Context: an optimization exercise on an open-source flow, tuned for small area, a short achievable clock period and few clock cycles. The choices shown serve that exercise and are no tape-out recipe. In this exercise RTL edits were held to simulation tests only and were not proved equivalent to the original. Power and IR drop assume default switching activity.

<file path="design.v">
package rv32cpu_type;
    typedef struct packed {
        logic   [31:0]      pc;
        logic   [31:0]      ir;
        logic   [1:0]       br_predicted;
    } instr_queue_entry_t;
    typedef struct packed {
        logic               valid;
        logic               rd_valid;
        logic               regf_we;
        logic   [4:0]       rd_s;
        logic   [31:0]      rd_v;
        logic   [31:0]      pc;
        logic               br;
        logic   [1:0]       br_predicted;
        logic               br_actual;
    } rob_entry_t;
    typedef struct packed {
        logic               valid;
        logic   [31:0]      rd_v;
        logic   [4:0]       rob_id;
    } cdb_entry_t;
    typedef struct packed {
        logic               valid;
        logic               br_en;
        logic               jalr;
        logic   [31:0]      pc_jalr;
        logic   [4:0]       rob_id;
    } br_entry_t;
    typedef struct packed {
        logic   [31:0]          inst;
        logic                   valid;  
        logic   [31:0]          pc;
        logic   [4:0]           ard_s;  
        logic   [2:0]           funct3;
        logic   [31:0]          imm;
        logic   [2:0]           funct;  
        logic   [6:0]           funct7;
        logic   [4:0]           ars1_s;
        logic   [4:0]           ars2_s;
        logic   [31:0]          rs1_val;
        logic   [31:0]          rs2_val;
        logic                   regf_we;
    } decode_t;
    typedef struct packed {
        logic         valid;
        logic [2:0]   funct3;
        logic         funct7;
        logic         rs1_renamed; 
        logic [31:0]  rs1_data;
        logic         rs2_renamed; 
        logic [31:0]  rs2_data;
        logic   [4:0] rob_id;
    } rs_entry_t;
    typedef struct packed {
        logic         valid;
        logic         committed;
        logic         resolved;
        logic [2:0]   funct3;
        logic [3:0]   mask;
        logic         rs1_renamed; 
        logic [31:0]  rs1_data;
        logic         rs2_renamed; 
        logic [31:0]  rs2_data;
        logic [11:0]  imm;
        logic   [4:0] rob_id;
    } rs_store_entry_t;
    typedef struct packed {
        logic         valid;
        logic [2:0]   funct3;
        logic         rs1_renamed; 
        logic [31:0]  rs1_data;
        logic [11:0]  imm;
        logic         store_resolved;
        logic [3:0]   store_id;
        logic   [4:0] rob_id;
    } rs_load_entry_t;
    typedef struct packed {
        logic           valid;
        logic   [63:0]  order;
        logic   [31:0]  inst;
        logic   [4:0]   rs1_addr;
        logic   [4:0]   rs2_addr;
        logic           rs1_renamed;
        logic           rs2_renamed;
        logic   [31:0]  rs1_rdata;
        logic   [31:0]  rs2_rdata;
        logic           regf_we;
        logic   [4:0]   rd_addr;
        logic   [31:0]  rd_v;
        logic   [31:0]  pc_rdata;
        logic   [31:0]  pc_wdata;
        logic   [31:0]  mem_addr;
        logic   [3:0]   mem_rmask;
        logic   [3:0]   mem_wmask;
        logic   [31:0]  mem_rdata;
        logic   [31:0]  mem_wdata;
    } monitor_t;
    typedef enum logic [2:0] {
        op_f_alu     =3'b000,
        op_f_mult    =3'b001,
        op_f_div     =3'b010,
        op_f_br      =3'b011,
        op_f_load    =3'b100,
        op_f_store   =3'b101
    } funct_t;
    typedef enum logic [6:0] {
        op_b_lui       = 7'b0110111,  
        op_b_auipc     = 7'b0010111,  
        op_b_jal       = 7'b1101111,  
        op_b_jalr      = 7'b1100111,  
        op_b_br        = 7'b1100011,  
        op_b_load      = 7'b0000011,  
        op_b_store     = 7'b0100011,  
        op_b_imm       = 7'b0010011,  
        op_b_reg       = 7'b0110011   
    } rv32i_opcode;
    typedef enum logic [2:0] {
        arith_f3_add   = 3'b000,  
        arith_f3_sll   = 3'b001,
        arith_f3_slt   = 3'b010,
        arith_f3_sltu  = 3'b011,
        arith_f3_xor   = 3'b100,
        arith_f3_sr    = 3'b101,  
        arith_f3_or    = 3'b110,
        arith_f3_and   = 3'b111
    } arith_f3_t;
    typedef enum logic [2:0]{
        mul_f3_mul     = 3'b000,
        mul_f3_mulh    = 3'b001,  
        mul_f3_mulhsu  = 3'b010,  
        mul_f3_mulhu   = 3'b011,  
        mul_f3_div     = 3'b100,
        mul_f3_divu    = 3'b101,
        mul_f3_rem     = 3'b110,  
        mul_f3_remu    = 3'b111   
    } mul_div_f3_t;
    typedef enum logic [6:0] {
        base           = 7'b0000000,
        multiply       = 7'b0000001,
        variant        = 7'b0100000
    } funct7_t;
    typedef enum logic [2:0] {
        load_f3_lb     = 3'b000,
        load_f3_lh     = 3'b001,
        load_f3_lw     = 3'b010,
        load_f3_lbu    = 3'b100,
        load_f3_lhu    = 3'b101
    } load_f3_t;
    typedef enum logic [2:0] {
        store_f3_sb    = 3'b000,
        store_f3_sh    = 3'b001,
        store_f3_sw    = 3'b010
    } store_f3_t;
    typedef enum logic [2:0] {
        branch_f3_beq  = 3'b000,
        branch_f3_bne  = 3'b001,
        branch_f3_blt  = 3'b100,
        branch_f3_bge  = 3'b101,
        branch_f3_bltu = 3'b110,
        branch_f3_bgeu = 3'b111
    } branch_f3_t;
    typedef enum logic [2:0] {
        alu_op_add     = 3'b000,
        alu_op_sll     = 3'b001,
        alu_op_sra     = 3'b010,
        alu_op_sub     = 3'b011,
        alu_op_xor     = 3'b100,
        alu_op_srl     = 3'b101,
        alu_op_or      = 3'b110,
        alu_op_and     = 3'b111
    } alu_ops;
    typedef union packed {
        logic [31:0] word;
        struct packed {
            logic [11:0] i_imm;
            logic [4:0]  rs1;
            logic [2:0]  funct3;
            logic [4:0]  rd;
            rv32i_opcode opcode;
        } i_type;
        struct packed {
            logic [6:0]  funct7;
            logic [4:0]  rs2;
            logic [4:0]  rs1;
            logic [2:0]  funct3;
            logic [4:0]  rd;
            rv32i_opcode opcode;
        } r_type;
        struct packed {
            logic [11:5] imm_s_top;
            logic [4:0]  rs2;
            logic [4:0]  rs1;
            logic [2:0]  funct3;
            logic [4:0]  imm_s_bot;
            rv32i_opcode opcode;
        } s_type;
        struct packed {
            logic [31:25] imm_b_top;
            logic [4:0] rs2;
            logic [4:0] rs1;
            logic [2:0] funct3;
            logic [11:7] imm_b_bot;
            rv32i_opcode opcode;
        } b_type;
        struct packed {
            logic [31:12] imm;
            logic [4:0]   rd;
            rv32i_opcode  opcode;
        } j_type;
        struct packed {
            logic [31:12] imm;
            logic [4:0]   rd;
            rv32i_opcode  opcode;
        } u_type;                
    } instr_t;
endpackage
module alu32
(
    input   logic   [31:0]      a, b,
    input   logic   [2:0]       op_funct3,
    input   logic               op_funct7,
    output  logic   [31:0]      out
);
    always_comb begin
        unique case (op_funct3)
            rv32cpu_type::arith_f3_add: out = a + (b ^ {32{op_funct7}}) + {31'd0, op_funct7};
            rv32cpu_type::arith_f3_sll: out = a << b[4:0];
            rv32cpu_type::arith_f3_slt: out = (signed'(a) < signed'(b)) ? 32'd1 : 32'd0;
            rv32cpu_type::arith_f3_sltu: out = (unsigned'(a) < unsigned'(b)) ? 32'd1 : 32'd0;
            rv32cpu_type::arith_f3_xor: out = a ^ b;
            rv32cpu_type::arith_f3_sr: out = (op_funct7) ? unsigned'(signed'(a) >>> b[4:0]) : a >> b[4:0];
            rv32cpu_type::arith_f3_or: out = a | b;
            rv32cpu_type::arith_f3_and: out = a & b;
            default: out = 'x;
        endcase
    end
endmodule
module arithmetic_station
#(
    parameter INDEX_WIDTH = 3,                                                       
    parameter WRITE_PORTS_IN = 4,                                                     
    parameter FUNC_UNITS = 2,
    localparam QUEUE_SIZE = 1 << INDEX_WIDTH
)
(
    input logic clk,
    input logic rst,
    input logic [1:0] enqueue,
    input logic [2*76-1:0] data_in,                                                  
    input logic [WRITE_PORTS_IN*38-1:0] broadcast,                                   
    output logic [FUNC_UNITS*38-1:0] data_out,                                       
    output logic [1:0] full
);                                    
    localparam FUNC_INDEX                      = $clog2(FUNC_UNITS);
    logic               slots_valid[0:QUEUE_SIZE-1];
    logic   [2:0]       slots_funct3[0:QUEUE_SIZE-1];
    logic               slots_funct7[0:QUEUE_SIZE-1];
    logic               slots_rs1_renamed[0:QUEUE_SIZE-1];
    logic   [31:0]      slots_rs1_data[0:QUEUE_SIZE-1];
    logic               slots_rs2_renamed[0:QUEUE_SIZE-1];
    logic   [31:0]      slots_rs2_data[0:QUEUE_SIZE-1];
    logic   [4:0]       slots_rob_id[0:QUEUE_SIZE-1];
    rv32cpu_type::rs_entry_t alu_slots_0, alu_slots_1;
    rv32cpu_type::rs_entry_t data_in_0, data_in_1;
    rv32cpu_type::cdb_entry_t bc_0, bc_1, bc_2, bc_3;
    rv32cpu_type::cdb_entry_t data_out_0, data_out_1;
    logic [INDEX_WIDTH-1:0] vacant[0:1], tree2[0:3], tree3[0:1], trees2[0:3], trees3[0:1];
    logic [31:0] tree1[0:7], trees1[0:7];
    logic                   assigned[0:1], treev1[0:7], treev2[0:3], treev3[0:1], treesv1[0:7], treesv2[0:3], treesv3[0:1];
    logic [31:0]            alu_out_0, alu_out_1, temp_i;
    logic                   invalidate[0:QUEUE_SIZE-1];
    logic                   cdb_valid[0:WRITE_PORTS_IN+FUNC_UNITS-1];
    logic   [4:0]           cdb_rob_id[0:WRITE_PORTS_IN+FUNC_UNITS-1];
    logic   [31:0]          cdb_rd_v[0:WRITE_PORTS_IN+FUNC_UNITS-1];
    assign data_in_0 = data_in[75:0];
    assign data_in_1 = data_in[151:76];
    assign bc_0 = broadcast[37:0];
    assign bc_1 = broadcast[75:38];
    assign bc_2 = broadcast[113:76];
    assign bc_3 = broadcast[151:114];
    assign data_out = {data_out_1, data_out_0};
    alu32 alu_array_0(
        .a(alu_slots_0.rs1_data),
        .b(alu_slots_0.rs2_data),
        .op_funct3(alu_slots_0.funct3),
        .op_funct7(alu_slots_0.funct7),
        .out(alu_out_0)
    );
    alu32 alu_array_1(
        .a(alu_slots_1.rs1_data),
        .b(alu_slots_1.rs2_data),
        .op_funct3(alu_slots_1.funct3),
        .op_funct7(alu_slots_1.funct7),
        .out(alu_out_1)
    );
    always_comb begin
        for (integer d = 0; d < 2; d++) vacant[d] = '0;
        for (integer d = 0; d < 2; d++) assigned[d] = 1'b1;
        for (integer d = 0; d < QUEUE_SIZE; d++) invalidate[d] = 1'b0;
        temp_i = '0;
        data_out_0 = '0;
        data_out_1 = '0;
        alu_slots_0 = '0;
        alu_slots_1 = '0;
        for (integer d = 0; d < 8; d++) begin tree1[d] = '0; trees1[d] = '0; treev1[d] = 1'b0; treesv1[d] = 1'b0; end
        for (integer d = 0; d < 4; d++) begin tree2[d] = '0; trees2[d] = '0; treev2[d] = 1'b0; treesv2[d] = 1'b0; end
        for (integer d = 0; d < 2; d++) begin tree3[d] = '0; trees3[d] = '0; treev3[d] = 1'b0; treesv3[d] = 1'b0; end
        for (integer unsigned i = 0; i < QUEUE_SIZE; i+=2) begin
            if(slots_valid[i] && ~slots_rs1_renamed[i] && ~slots_rs2_renamed[i]) begin
                tree1[i/2] = i;
                treev1[i/2] = 1'b1;
            end
            else if(slots_valid[i+1'b1] && ~slots_rs1_renamed[i+1'b1] && ~slots_rs2_renamed[i+1'b1]) begin
                tree1[i/2] = i+1'b1;
                treev1[i/2] = 1'b1;
            end
            else begin
                tree1[i/2] = '0;
                treev1[i/2] = 1'b0;
            end
            if(slots_valid[i+1'b1] && ~slots_rs1_renamed[i+1'b1] && ~slots_rs2_renamed[i+1'b1]) begin
                trees1[i/2] = i+1'b1;
                treesv1[i/2] = 1'b1;
            end
            else if(slots_valid[i] && ~slots_rs1_renamed[i] && ~slots_rs2_renamed[i]) begin
                trees1[i/2] = i;
                treesv1[i/2] = 1'b1;
            end
            else begin
                trees1[i/2] = '0;
                treesv1[i/2] = 1'b0;
            end
        end
        for(integer unsigned i = 0; i < 8; i+=2) begin
            if(treev1[i]) begin
                tree2[i/2] = tree1[i][INDEX_WIDTH-1:0];
                treev2[i/2] = 1'b1;
            end
            else if(treev1[i+1'b1]) begin
                tree2[i/2] = tree1[i+1'b1][INDEX_WIDTH-1:0];
                treev2[i/2] = 1'b1;
            end
            else begin
                tree2[i/2] = '0;
                treev2[i/2] = 1'b0;
            end
            if(treesv1[i+1'b1]) begin
                trees2[i/2] = trees1[i+1'b1][INDEX_WIDTH-1:0];
                treesv2[i/2] = 1'b1;
            end
            else if(treesv1[i]) begin
                trees2[i/2] = trees1[i][INDEX_WIDTH-1:0];
                treesv2[i/2] = 1'b1;
            end
            else begin
                trees2[i/2] = '0;
                treesv2[i/2] = 1'b0;
            end
        end
        for(integer unsigned i = 0; i < 4; i+=2) begin
            if(treev2[i]) begin
                tree3[i/2] = tree2[i];
                treev3[i/2] = 1'b1;
            end
            else if(treev2[i+1'b1]) begin
                tree3[i/2] = tree2[i+1'b1];
                treev3[i/2] = 1'b1;
            end
            else begin
                tree3[i/2] = '0;
                treev3[i/2] = 1'b0;
            end
            if(treesv2[i+1'b1]) begin
                trees3[i/2] = trees2[i+1'b1];
                treesv3[i/2] = 1'b1;
            end
            else if(treesv2[i]) begin
                trees3[i/2] = trees2[i];
                treesv3[i/2] = 1'b1;
            end
            else begin
                trees3[i/2] = '0;
                treesv3[i/2] = 1'b0;
            end
        end
        if(treev3[0]) begin
            alu_slots_0 = {slots_valid[tree3[0]], slots_funct3[tree3[0]], slots_funct7[tree3[0]], slots_rs1_renamed[tree3[0]], slots_rs1_data[tree3[0]],
                           slots_rs2_renamed[tree3[0]], slots_rs2_data[tree3[0]], slots_rob_id[tree3[0]]};
            data_out_0.valid = 1'b1;
            data_out_0.rob_id = alu_slots_0.rob_id;
            data_out_0.rd_v = alu_out_0;
            invalidate[tree3[0]] = 1'b1;
        end
        else if(treev3[1]) begin
            alu_slots_0 = {slots_valid[tree3[1]], slots_funct3[tree3[1]], slots_funct7[tree3[1]], slots_rs1_renamed[tree3[1]], slots_rs1_data[tree3[1]],
                           slots_rs2_renamed[tree3[1]], slots_rs2_data[tree3[1]], slots_rob_id[tree3[1]]};
            data_out_0.valid = 1'b1;
            data_out_0.rob_id = alu_slots_0.rob_id;
            data_out_0.rd_v = alu_out_0;
            invalidate[tree3[1]] = 1'b1;
        end
        if(treesv3[1]) begin
            alu_slots_1 = {slots_valid[trees3[1]], slots_funct3[trees3[1]], slots_funct7[trees3[1]], slots_rs1_renamed[trees3[1]], slots_rs1_data[trees3[1]],
                           slots_rs2_renamed[trees3[1]], slots_rs2_data[trees3[1]], slots_rob_id[trees3[1]]};
            data_out_1.valid = 1'b1;
            data_out_1.rob_id = alu_slots_1.rob_id;
            data_out_1.rd_v = alu_out_1;
            invalidate[trees3[1]] = 1'b1;
        end
        else if(treesv3[0]) begin
            alu_slots_1 = {slots_valid[trees3[0]], slots_funct3[trees3[0]], slots_funct7[trees3[0]], slots_rs1_renamed[trees3[0]], slots_rs1_data[trees3[0]],
                           slots_rs2_renamed[trees3[0]], slots_rs2_data[trees3[0]], slots_rob_id[trees3[0]]};
            data_out_1.valid = 1'b1;
            data_out_1.rob_id = alu_slots_1.rob_id;
            data_out_1.rd_v = alu_out_1;
            invalidate[trees3[0]] = 1'b1;
        end
        for (integer unsigned i = 0; i < QUEUE_SIZE; i++) begin
            if (~slots_valid[i]) begin
                assigned[1] = assigned[0];
                assigned[0] = '0;
                temp_i = i;
                vacant[1] = vacant[0];
                vacant[0] = temp_i[INDEX_WIDTH-1:0];
            end
        end
        full[0] = assigned[0];
        full[1] = assigned[1];
    end
    always_comb begin
        cdb_valid[0] = bc_0.valid; cdb_rob_id[0] = bc_0.rob_id; cdb_rd_v[0] = bc_0.rd_v;
        cdb_valid[1] = bc_1.valid; cdb_rob_id[1] = bc_1.rob_id; cdb_rd_v[1] = bc_1.rd_v;
        cdb_valid[2] = bc_2.valid; cdb_rob_id[2] = bc_2.rob_id; cdb_rd_v[2] = bc_2.rd_v;
        cdb_valid[3] = bc_3.valid; cdb_rob_id[3] = bc_3.rob_id; cdb_rd_v[3] = bc_3.rd_v;
        cdb_valid[4] = data_out_0.valid; cdb_rob_id[4] = data_out_0.rob_id; cdb_rd_v[4] = data_out_0.rd_v;
        cdb_valid[5] = data_out_1.valid; cdb_rob_id[5] = data_out_1.rob_id; cdb_rd_v[5] = data_out_1.rd_v;
    end
    always_ff @(posedge clk) begin
        if (rst) begin
            for (integer i = 0; i < QUEUE_SIZE; i++) begin
                slots_valid[i] <= '0;
                slots_funct3[i] <= '0;
                slots_funct7[i] <= '0;
                slots_rs1_renamed[i] <= '0;
                slots_rs1_data[i] <= '0;
                slots_rs2_renamed[i] <= '0;
                slots_rs2_data[i] <= '0;
                slots_rob_id[i] <= '0;
            end
        end else begin
            for (integer i = 0; i < QUEUE_SIZE; i++) begin
                if (slots_valid[i]) begin
                    for(integer j = 0; j < WRITE_PORTS_IN + FUNC_UNITS; j++) begin
                        if(slots_rs1_renamed[i] && cdb_valid[j] && slots_rs1_data[i][4:0] == cdb_rob_id[j]) begin
                            slots_rs1_data[i] <= cdb_rd_v[j];
                            slots_rs1_renamed[i] <= 1'b0;
                        end
                        if(slots_rs2_renamed[i] && cdb_valid[j] && slots_rs2_data[i][4:0] == cdb_rob_id[j]) begin
                            slots_rs2_data[i] <= cdb_rd_v[j];
                            slots_rs2_renamed[i] <= 1'b0;
                        end
                    end
                end
                if(invalidate[i]) begin
                    slots_valid[i] <= '0;
                    slots_funct3[i] <= '0;
                    slots_funct7[i] <= '0;
                    slots_rs1_renamed[i] <= '0;
                    slots_rs1_data[i] <= '0;
                    slots_rs2_renamed[i] <= '0;
                    slots_rs2_data[i] <= '0;
                    slots_rob_id[i] <= '0;
                end
            end
            if(enqueue[0]) begin
                slots_valid[vacant[0]] <= data_in_0.valid;
                slots_funct3[vacant[0]] <= data_in_0.funct3;
                slots_funct7[vacant[0]] <= data_in_0.funct7;
                slots_rs1_renamed[vacant[0]] <= data_in_0.rs1_renamed;
                slots_rs1_data[vacant[0]] <= data_in_0.rs1_data;
                slots_rs2_renamed[vacant[0]] <= data_in_0.rs2_renamed;
                slots_rs2_data[vacant[0]] <= data_in_0.rs2_data;
                slots_rob_id[vacant[0]] <= data_in_0.rob_id;
            end
            if(enqueue[1]) begin
                slots_valid[vacant[1]] <= data_in_1.valid;
                slots_funct3[vacant[1]] <= data_in_1.funct3;
                slots_funct7[vacant[1]] <= data_in_1.funct7;
                slots_rs1_renamed[vacant[1]] <= data_in_1.rs1_renamed;
                slots_rs1_data[vacant[1]] <= data_in_1.rs1_data;
                slots_rs2_renamed[vacant[1]] <= data_in_1.rs2_renamed;
                slots_rs2_data[vacant[1]] <= data_in_1.rs2_data;
                slots_rob_id[vacant[1]] <= data_in_1.rob_id;
            end
        end
    end
endmodule
</file>
<file path="run.sh">
#!/bin/bash
# synth_recipe.tcl (not shown) runs the flow's synth.tcl, then flattens the netlist and writes it again
# the make line also repeats each setting of config.mk as NAME=value (left out here)
make -C /OpenROAD-flow-scripts/flow DESIGN_CONFIG=/design/flow/config.mk WORK_HOME=/design/flow/orfs CLKGATE_MAP_FILE= SYNTH_SCRIPT=/design/flow/synth_recipe.tcl finish
</file>
<file path="config.mk">
export PLATFORM = sky130hd
export DESIGN_NAME = arithmetic_station
export DESIGN_NICKNAME = arithmetic_station
export VERILOG_FILES = /design/flow/design.v
export SDC_FILE = /design/flow/constraint.sdc
export NUM_CORES = 4
export LEC_CHECK = 0
export CAP_MARGIN = 20
export CORE_MARGIN = 2
export CORE_UTILIZATION = 18
export PLACE_DENSITY = 0.35
export SLEW_MARGIN = 20
</file>
<file path="constraint.sdc">
create_clock -name core_clock -period 11.0 [get_ports {clk}]
set_input_delay 2.2000 -clock core_clock [delete_from_list [all_inputs] [get_ports {clk}]]
set_output_delay 2.2000 -clock core_clock [all_outputs]
set_load 0.01 [all_outputs]
</file>
==> impl_metrics.yaml <==
placed_design:
  io_buffers: 385
  place_worst_setup_slack_ps: 893.4
  post-dp-hpwl_um: 623400
  final_wtd_congestion: 1.066
yosys:
  cell_count_after_synthesis: 11530
  synth_top_cells_by_area: "edfxtp_1, mux2i_1, a21oi_1"
  synth_enable_flop_cells: 608
  synth_top_area_cell: "edfxtp_1"
  synth_flop_cell: "edfxtp_1"
  netlist.area_leader.share: 0.2123
  ys_seq_elements: 608
  seq_area_frac_synth: 0.2123
  synth.cells.most_frequent: "nand2_1, a21oi_1, nor2_1"
  post_synth_instance_area_mm2: 0.08599
  asyncSetResetFlopFracSynth: 0
  synth_cell_type_count: 121
  synth_fp_nets: 12090
  postSynthAreaPerCell_um2: 7.461
  synth.yosys.warnings: 20
  post-synth-top-count-cell: "nand2_1"
layout:
  nNetsFinal: 11870
  area_growth_syn_to_layout_pct: 18.56
  share_of_final_layout_standard_cells_stronger_than_drive_strength_1: 0.1211
run:
  max_cap_violations: 0
global_route:
  grt_pass1_wl_um: 1055000
  grt.overflow.total: 0
  grt_start_max_net_pins: 115
  grt_antenna_before_repair: 121
  grt_pass1_vias: 96780
  grt_usage: 0.3270
worst_setup_path:
  reg2regPathDepth: 24
  cp.depth: 24
  crit_fanout: 24
  critPathTopFamily: "compound AO/OA/AOI/OAI gates"
  critical_path_cell_by_cell: "or3b_2 -> a21oi_2 -> o22a_4 -> buf_4 -> nand2_1 -> a31oi_1 -> nor2_1 -> a31oi_1 -> buf_4 -> xnor2_1 -> ha_1 -> a21o_1 -> a21o_1 -> a21oi_1 -> o2111ai_1 -> nand2_1 -> o21a_1 -> nand2_1 -> a21oi_1 -> xor2_1 -> a32oi_2 -> nand2_1 -> inv_1 -> clkdlybuf4s50_1"
  setup.reg_to_reg.worst_slack_ps: 1930
  critPathKind: "reg2out"
  cp-end-kind: "primary output"
  cp_slowest_stage_delay_ps: 740
  worstPathRequired_ps: 8800
  cp_data_arrival_time_ps: 8630
  crit_top_cell: "nand2_1"
  setup.worst_path.start_class: "flop"
  critPathBufInv: 4
  cpMaxStageDelayCell: "or3b_2"
timing:
  setup_tns_ps: 0
  final_hold_viol_count: 0
  finalCritPeriodShare: 0.9843
  timing.clock.skew_ps: 63.55
  worst_slew_pin_slew_ps: 1322
  timing.slew.headroom: 0.1146
  period_needed_ps: 10830
  timing.final.max_slew_violations: 0
  rsz0062_at_grt: "no"
  upper_clock_frequency_limit_mhz: 92.36
  setup-violations-final: 0
  finalWorstSetupSlack_ps: 172.8
floorplanning:
  start_util: 0.1810
  dieHeight_um: 695.2
  fp.dieArea_mm2: 0.4833
  row_count: 253
  top_level_ports: 386
  fp.dieW_um: 695.2
  core_footprint_mm2: 0.4751
route:
  firstDrtPassIters: 12
  drt_first_iter_violations: 21470
  ant_nets: 0
  number_of_vias_per_cell: 6.158
  vias: 109800
  post-route-drc-count: 0
  wl_um: 831700
  detail_route.wl_per_cell_um: 46.62
clock_network:
  cts.sink_count: 608
  htree_num_levels: 3
  clkLatencyLatePin_ps: 750
  clock_pin_transition_on_the_worst_setup_and_hold_timing_paths_ps: 70
  cts-buffers-inserted: 77
  clock_tree.buffer_depth: 3
  cts_tree: "done"
  cts.root.buffer_cell: "clkbuf_16"
worst_hold_path:
  holdCritPathClass: "reg2reg"
  min_delay_path_depth: 2
run_status:
  run_status: "finished clean"
pwr:
  share_seq_of_total_power: 0.123
  fin_total_pwr_w: 0.02923
  max-vdd-ir-drop_mv: 0.2455
  power.switching_w: 0.01868
  power_frac_clock: 0.093
  p_int_w: 0.01055
  power.combinational.fraction: 0.784
  power-per-cell-area_mw_per_mm2: 286.7
  p_leak_nw: 34.91
  switching_share: 0.6391
==> power by group through the flow <==
stage / Combinational, W / Sequential, W / Clock, W
final: 0.0229 / 0.00359 / 0.00272
after CTS: 0.0217 / 0.00351 / 0.00271
after detailed placement: 0.0216 / 0.00355 / 0
after global routing: 0.0230 / 0.00355 / 0.00276
after global placement: 0.0218 / 0.00357 / 0
after floorplan: 0.0103 / 0.00316 / 0
==> stage by stage <==
stage          utilization  std cells  hold WS [ps]  instance area (um2)
6_report            0.2146      17840          1204               102000
5_1_grt             0.2142      17770          1237               101800
4_1_cts             0.2136      17730          1176               101500
3_5_place_dp        0.2084      17590          1163                99030
3_3_place_gp        0.2082      17580          1131                98940
2_1_floorplan            -      11530         987.1                85990
==> area by class of cell <==
cell class / count / area [um2]
inverters: 238 / 898.4
fillers: 53160 / 373200
flip-flops and latches: 608 / 18260
repair buffers: 1144 / 9943
diodes: 102 / 255.2
well taps: 6375 / 7976
multi-input cells: 9234 / 62160
clock inverters: 44 / 476.7
clock buffers: 93 / 1987
==> worst register-to-register path, delay by kind of cell (launching register included) <==
family	cells	cell delay, ps
simple gates	5	1370
fa+ha+maj	1	390
buf+inv	5	1580
xor+xnor	2	270
flops	1	450
compound gates	11	4570
==> worst paths after layout <==
| kind | start | end |
|---|---|---|
| setup / recovery | slots_rs2_renamed[2] | data_out[26] |
| hold reg to reg | slots_valid[5] | slots_valid[5] |
| hold / removal | slots_valid[5] | slots_valid[5] |
| setup reg to reg | slots_rs2_renamed[2] | slots_rs1_data[7][26] |
==> sequential cells by signal, summed over array words and instances (netlist names) <==
register,flops
slots_funct3,24
slots_funct7,8
slots_rob_id,40
slots_rs1_data,256
slots_rs1_renamed,8
slots_rs2_data,256
slots_rs2_renamed,8
slots_valid,8
==> cells in the final DEF (no fill, tap or decap), types with 190 or more instances in the layout <==
cell type	count
a211oi_1	580
a21oi_1	1138
a22oi_1	281
a31oi_1	190
buf_4	739
clkdlybuf4s50_1	352
edfxtp_1	608
ha_1	254
inv_1	220
mux2i_1	623
nand2_1	1140
nand3_1	226
nor2_1	977
o211ai_1	285
o21ai_0	804
xnor2_1	390
xor2_1	208
==> layer usage <==
metal | track usage | routed length (um)
met5 | 0.005601 | 403
met4 | 0.2203 | 70540
met3 | 0.1409 | 114500
met2 | 0.4382 | 316100
met1 | 0.4173 | 330200
==> cells by family after synthesis <==
| kind of cell | share of synthesized area |
|---|---|
| xor+xnor | 0.06091 |
| mux | 0.09035 |
| simple gates | 0.1640 |
| compound gates | 0.3542 |
| buf+inv | 0.08077 |
| flops | 0.2123 |
| fa+ha+maj | 0.03742 |
==> timing repair <==
| item | 4_1_cts | 5_1_grt |
|---|---|---|
| endpoints found under the setup margin | 0 | 7 |
| gates resized for setup | 0 | 16 |
| hold buffers | 0 | 0 |
| buffers inserted | 0 | 9 |
Testbench counts, summed over its fixed seeds: cycles 24,681.

-- re-timing with driven ports --
How much do the figures lean on ideal ports? The routed layout below was timed once more, with nothing changed but the port constraints.
Step 1: set_driving_cell puts a clkbuf_16 on clk and a buf_2 on each other input, an assumption about the parent block.
Step 2 moves the port delays by t, midway between the first and last clock arrival at a register: inputs arrive t later, outputs are due t later. That takes back most of the time a late clock gives input paths.
Slacks: ideal / step 1 / step 2; pairs: ideal / step 1.
shift t [ns]: 0.824
slack for setup (ns): 0.173 / 0.065 / 0.889
worst setup path at the end: register to output
pins driven straight from the clock port: 1
After both steps setup and hold are still met in this run. For this run, drivers alone change the setup slack by -0.108 ns; drivers and shift together by +0.716 ns.
